This is an optimization exercise on Yosys and OpenROAD, whose aim is small area, a short achievable clock period and few clock cycles, not a production implementation. At most, simulation tests tie the RTL to the original design; equivalence was not proved. The clock input has no modelled driver; a real chip could not lean on it and would need a root buffer or a full tree. Power and IR drop assume default switching activity.

// fifo_conv_top
module fifo_conv_top(
input clk,
input rst,
input data_valid,
input [7:0] data_i,
output wire idle,
output wire done,
output wire [15:0] data_o,
output wire conv_done
);
Size: about 280 cells after synthesis, ~100 flip-flops, about 30 I/O pins, roughly 0.0042 mm^2 of cells after synthesis.
make LEC_CHECK=0 ABC_CLOCK_PERIOD_IN_PS=1500 CAP_MARGIN=20 CORE_MARGIN=2 CORE_UTILIZATION=40 SETUP_SLACK_MARGIN=3.5 SLEW_MARGIN=20 finish   # period 5.0 ns
run.sh (not shown) runs the stock make flow with config.mk's settings and CLKGATE_MAP_FILE= SYNTH_SCRIPT=/design/flow/synth_recipe.tcl, a recipe that flattens the netlist after the stock synthesis.
Testbench counts at the start, summed over its fixed seeds: cycles 1,616.
Next try:
Settings changed: ABC_CLOCK_PERIOD_IN_PS 1500 to unset.
Outcome: The new run ran to the end with no violations. Combinational power stays flat. Count of clock-buffer cells in the layout is unchanged. Via count stays the same. Worst setup slack does not change. Utilization is unchanged. Final cell count does not change. Cell area is unchanged. Synthesized area is unchanged. Hold slack stays the same. Power does not change. Wire length does not change.


fifo_conv_top, a different RTL version from the one above (not shown whole).
For scale: ~110 flip-flops, roughly 4300 um^2 of cells after synthesis.
export LEC_CHECK = 0
export CAP_MARGIN = 20
export CELL_PAD_IN_SITES_DETAIL_PLACEMENT = 0
export CELL_PAD_IN_SITES_GLOBAL_PLACEMENT = 0
export CORE_MARGIN = 2
export CORE_UTILIZATION = 75
export PLACE_DENSITY = 0.85
export SETUP_SLACK_MARGIN = 3.1
export SLEW_MARGIN = 20
create_clock -name core_clock -period 5.0 [get_ports {clk}]
standard.sh (not shown) runs the stock make flow with config.mk's settings and CLKGATE_MAP_FILE= SYNTH_SCRIPT=/design/flow/synth_recipe.tcl, a recipe that flattens the netlist after the stock synthesis.
==> flow/flow/run.sh <==
#!/bin/bash
# Own layout flow: the standard flow (standard.sh, standard synthesis
# included) with a few extra ORFS settings read from flow/knobs.txt, one
# VAR=value per line. Each tool's full output stays in the ORFS logs under
# orfs/logs; make's own output goes to make_finish.log here.
set -euo pipefail
W=$(pwd)
knobs=()
if [[ -f flow/knobs.txt ]]; then
  while IFS= read -r line; do
    [[ -z "$line" || "$line" == \#* ]] && continue
    knobs+=("${line//@FLOW@/$W/flow}")
  done < flow/knobs.txt
fi
bash standard.sh "${knobs[@]}" finish > make_finish.log 2>&1
==> flow/flow/knobs.txt <==
PRE_CTS_TCL=@FLOW@/mcts.tcl
MCTS_CELL=sky130_fd_sc_hd__clkbuf_16
BUFFER_PORTS_ARGS=-buffer_cell sky130_fd_sc_hd__buf_1
Other scripts of this flow, unchanged in this note and not shown: flow/flow/mcts.tcl
The first run finished with timing, DRC and antenna clean.
Testbench counts at the start, summed over its fixed seeds: cycles 1,624.
Next try:
==> flow/flow/knobs.txt (replaced) <==
PRE_CTS_TCL=@FLOW@/mcts.tcl
MCTS_CELL=sky130_fd_sc_hd__buf_12
BUFFER_PORTS_ARGS=-buffer_cell sky130_fd_sc_hd__buf_1
Settings changed: CELL_PAD_IN_SITES_DETAIL_PLACEMENT 0 to default, CELL_PAD_IN_SITES_GLOBAL_PLACEMENT 0 to default.
=> Global-route usage fell by 0.30 points; wire length fell slightly; synthesized area is unchanged; cell area fell slightly; critical path depth stays the same; maximum frequency fell slightly; via count fell slightly; die area does not change.
Next try:
==> flow/flow/knobs.txt (replaced) <==
PRE_CTS_TCL=@FLOW@/mcts.tcl
MCTS_CELL=sky130_fd_sc_hd__clkbuf_16
BUFFER_PORTS_ARGS=-buffer_cell sky130_fd_sc_hd__buf_1
Settings changed: CORE_UTILIZATION 75 to 80, PLACE_DENSITY 0.85 to 0.9, SETUP_SLACK_MARGIN 3.1 to 3.05.
Die area falls by 5.9%.
Power rises by 2.3%.
Cell area rises by 0.84%.
First-iteration DRC count rises by 19%.
Worst setup slack gets worse by 0.095 ns.
Utilization rises by 7.2 points.
Register-to-register slack gets worse by 0.09 ns.
Cell count falls by 0.49%.
Global-route usage rises by 3.2 points.
Wire length rises by 22%.
No run of this note takes its clock network from TritonCTS; it comes from the design's own scripts or RTL.


## build 43
fifo_conv_top, a different RTL version from the one above (not shown whole).
Size in the first run: roughly 320 cells after synthesis, about 0.0045 mm2 of cells after synthesis.
// fifo_conv_top
module fifo_conv_top(
input clk,
input rst,
input data_valid,
input [7:0] data_i,
output wire idle,
output wire done,
output wire [15:0] data_o,
output wire conv_done
);
export LEC_CHECK = 0
export CAP_MARGIN = 20
export CORE_MARGIN = 2
export CORE_UTILIZATION = 40
export SETUP_SLACK_MARGIN = 3.0
export SLEW_MARGIN = 20
create_clock -name core_clock -period 5.0 [get_ports {clk}]
run.sh (not shown) runs the stock make flow with config.mk's settings and CLKGATE_MAP_FILE= SYNTH_SCRIPT=/design/flow/synth_recipe.tcl, a recipe that flattens the netlist after the stock synthesis.
Stock flow here: none of the scripts above is used.
Looking at the reports, build 43 completed the entire flow and the layout it produced met the timing, DRC and antenna checks.
Setup changes, build 43 to build 59
-- flow/config.mk --
<<< build 43, line 11
export SETUP_SLACK_MARGIN = 3.0
>>> build 59, line 11
export SETUP_SLACK_MARGIN = 3.2
### Flow results
- In the reports for build 59 and build 43, the larger post-route worst setup slack belongs to build 59.
- Build 59 against build 43: post-placement cell area closely matched the old numbers, non-clock buffer count increased by 13% relative to the old numbers, final instance area increased by 50 um2 relative to the old numbers.
- Build 59 has highest clock frequency the design can meet above what build 43 had.
- For via count, build 43 and build 59 come out practically identical.
- The leakage power figure of build 59 is higher than that of build 43.
### build 59 -> build 60
-- flow/config.mk --
<<< build 59, line 11
export SETUP_SLACK_MARGIN = 3.2
>>> build 60, line 11
export CTS_BUF_LIST = sky130_fd_sc_hd__clkbuf_4
export CTS_CLUSTER_DIAMETER = 100
export CTS_CLUSTER_SIZE = 30
export SETUP_SLACK_MARGIN = 2.9
Results
The higher multi-input logic area came out of build 59.
NOTE total power build 59->build 60 decreased by more than 10%
Clock share of power, build 60 and build 59: smaller value in build 60
The inputs of build 5 differ from those of build 60 as listed below.
-- flow/config.mk --
<<< build 60, line 11
export CTS_BUF_LIST = sky130_fd_sc_hd__clkbuf_4
export CTS_CLUSTER_DIAMETER = 100
export CTS_CLUSTER_SIZE = 30
>>> build 5, line 11
export CTS_BUF_LIST = sky130_fd_sc_hd__clkbuf_4 sky130_fd_sc_hd__clkbuf_8
- Build 5 finished every step from synthesis to the final layout, and the layout passed the timing, DRC and antenna checks.
- Build 60 reached the final stage; the timing, DRC and antenna checks on its layout passed.
- Build 60 ended up with sky130_fd_sc_hd__dfxtp_4 as its slowest library cell on the worst path; build 5 ended up with sky130_fd_sc_hd__dfxtp_2.
- Build 5 -> build 60: die extent in y delta 0, exact match
- Changes observed in build 5 relative to build 60: layout clock buffer count picked up an extra 2; switching power went up about 4%; synthesized cell count level; number of placed I/O pins comparable.
Setup changes, build 5 to build 96
-- flow/config.mk --
<<< build 5, line 11
export CTS_BUF_LIST = sky130_fd_sc_hd__clkbuf_4 sky130_fd_sc_hd__clkbuf_8
>>> build 96, line 11
export CTS_BUF_LIST = sky130_fd_sc_hd__clkbuf_2 sky130_fd_sc_hd__clkbuf_4
export CTS_CLUSTER_SIZE = 20
[summary]
The global-route usage of build 96 and that of build 5 are within noise of each other.
Build 5 has lower fraction of final layout cells with drive strength greater than 1 than build 96.
The final reports for build 96 and build 5 show growth of design area from synthesis to finish lower in the former.
Build 96 vs. build 5: setup slack went up by 0.042 ns.
Detailed-route wire length per cell was lower in build 96 than in build 5.
[build 96 vs build 5] sequential share of layout area: higher in build 96
Build 96 vs build 5, maximum frequency went up by 2.1%.
Here is what was changed in the inputs of build 1 compared with build 96.
-- flow/config.mk --
<<< build 96, line 8
>>> build 1, line 8
export ABC_AREA = 1
<<< build 96, line 11
export CTS_BUF_LIST = sky130_fd_sc_hd__clkbuf_2 sky130_fd_sc_hd__clkbuf_4
export CTS_CLUSTER_SIZE = 20
export SETUP_SLACK_MARGIN = 2.9
>>> build 1, line 12
export SETUP_SLACK_MARGIN = 3.0
==> run notes <==
Relative to build 96, logic gate share of total power has gone down in build 1. A dominant combinational cell family by area after synthesis of adder cells is what build 96 shows, while simple AND/OR/NAND/NOR gates belongs to build 1. Against build 96, post-synth net total in build 1 rose by more than a quarter. Comparing build 96 and build 1, the higher final wirelength was measured on build 1. Between build 96 and build 1, combined area of the multi-input logic cells is higher for build 1, build 96 comes in under that. The deepest level of the CTS H-tree of build 1 and that of build 96 are within noise of each other. Build 1 reports a higher overall power consumption than build 96 does. The relative contribution of sequential cells to total power of build 1 falls short of that of build 96 by 12 points. Higher growth of design area from synthesis to finish goes to build 1 over build 96. | hold slack | higher: build 96 |. Portion of the clock cycle consumed by the worst path in the final layout in build 1 vs build 96: down 1.1 points. Build 1 vs build 96: global-route usage up in build 1.
Function was not checked in any run of this note: the RTL went through the layout flow alone.

## separate check: timing with driven ports
No port has a modelled driver above. Below, the same layouts with a new extraction and two added sets of constraints.
Step 1, drivers: a clkbuf_16 drives clk and a buf_2 each remaining input, both assumed.
Step 2 also shifts input and output timing later by t, the mid clock arrival at the registers, as if the neighbouring blocks saw the same clock.
a / b / c = no drivers / after step 1 / after step 2; a / b = the first two.
run	t, ns	setup slack, ns	worst register clock-pin slew, ns	pins driven straight from the clock port
the first run of note 1	0.382	2.201 / 2.201 / 2.201	0.10 / 0.10	1
the second run of note 1	0.382	2.201 / 2.201 / 2.201	0.10 / 0.10	1
the first run of note 2	0.229	3.163 / 3.163 / 3.163	0.10 / 0.10	4
the second run of note 2	0.211	3.155 / 3.156 / 3.156	0.10 / 0.10	4
the third run of note 2	0.225	3.061 / 3.061 / 3.061	0.10 / 0.10	4
build 43	0.435	2.986 / 2.986 / 2.986	0.05 / 0.05	1
build 59	0.442	3.036 / 2.999 / 3.085	0.06 / 0.06	1
build 60	0.510	2.984 / 2.954 / 3.010	0.12 / 0.12	1
build 5	0.434	2.942 / 2.911 / 3.015	0.08 / 0.08	1
build 96	0.510	2.984 / 2.954 / 3.010	0.12 / 0.12	1
build 1	0.435	3.037 / 3.001 / 2.982	0.06 / 0.06	1
After both steps every run listed still meets setup and hold. For build 1, which loses most, drivers alone change the setup slack by -0.036 ns; drivers and shift together by -0.055 ns.
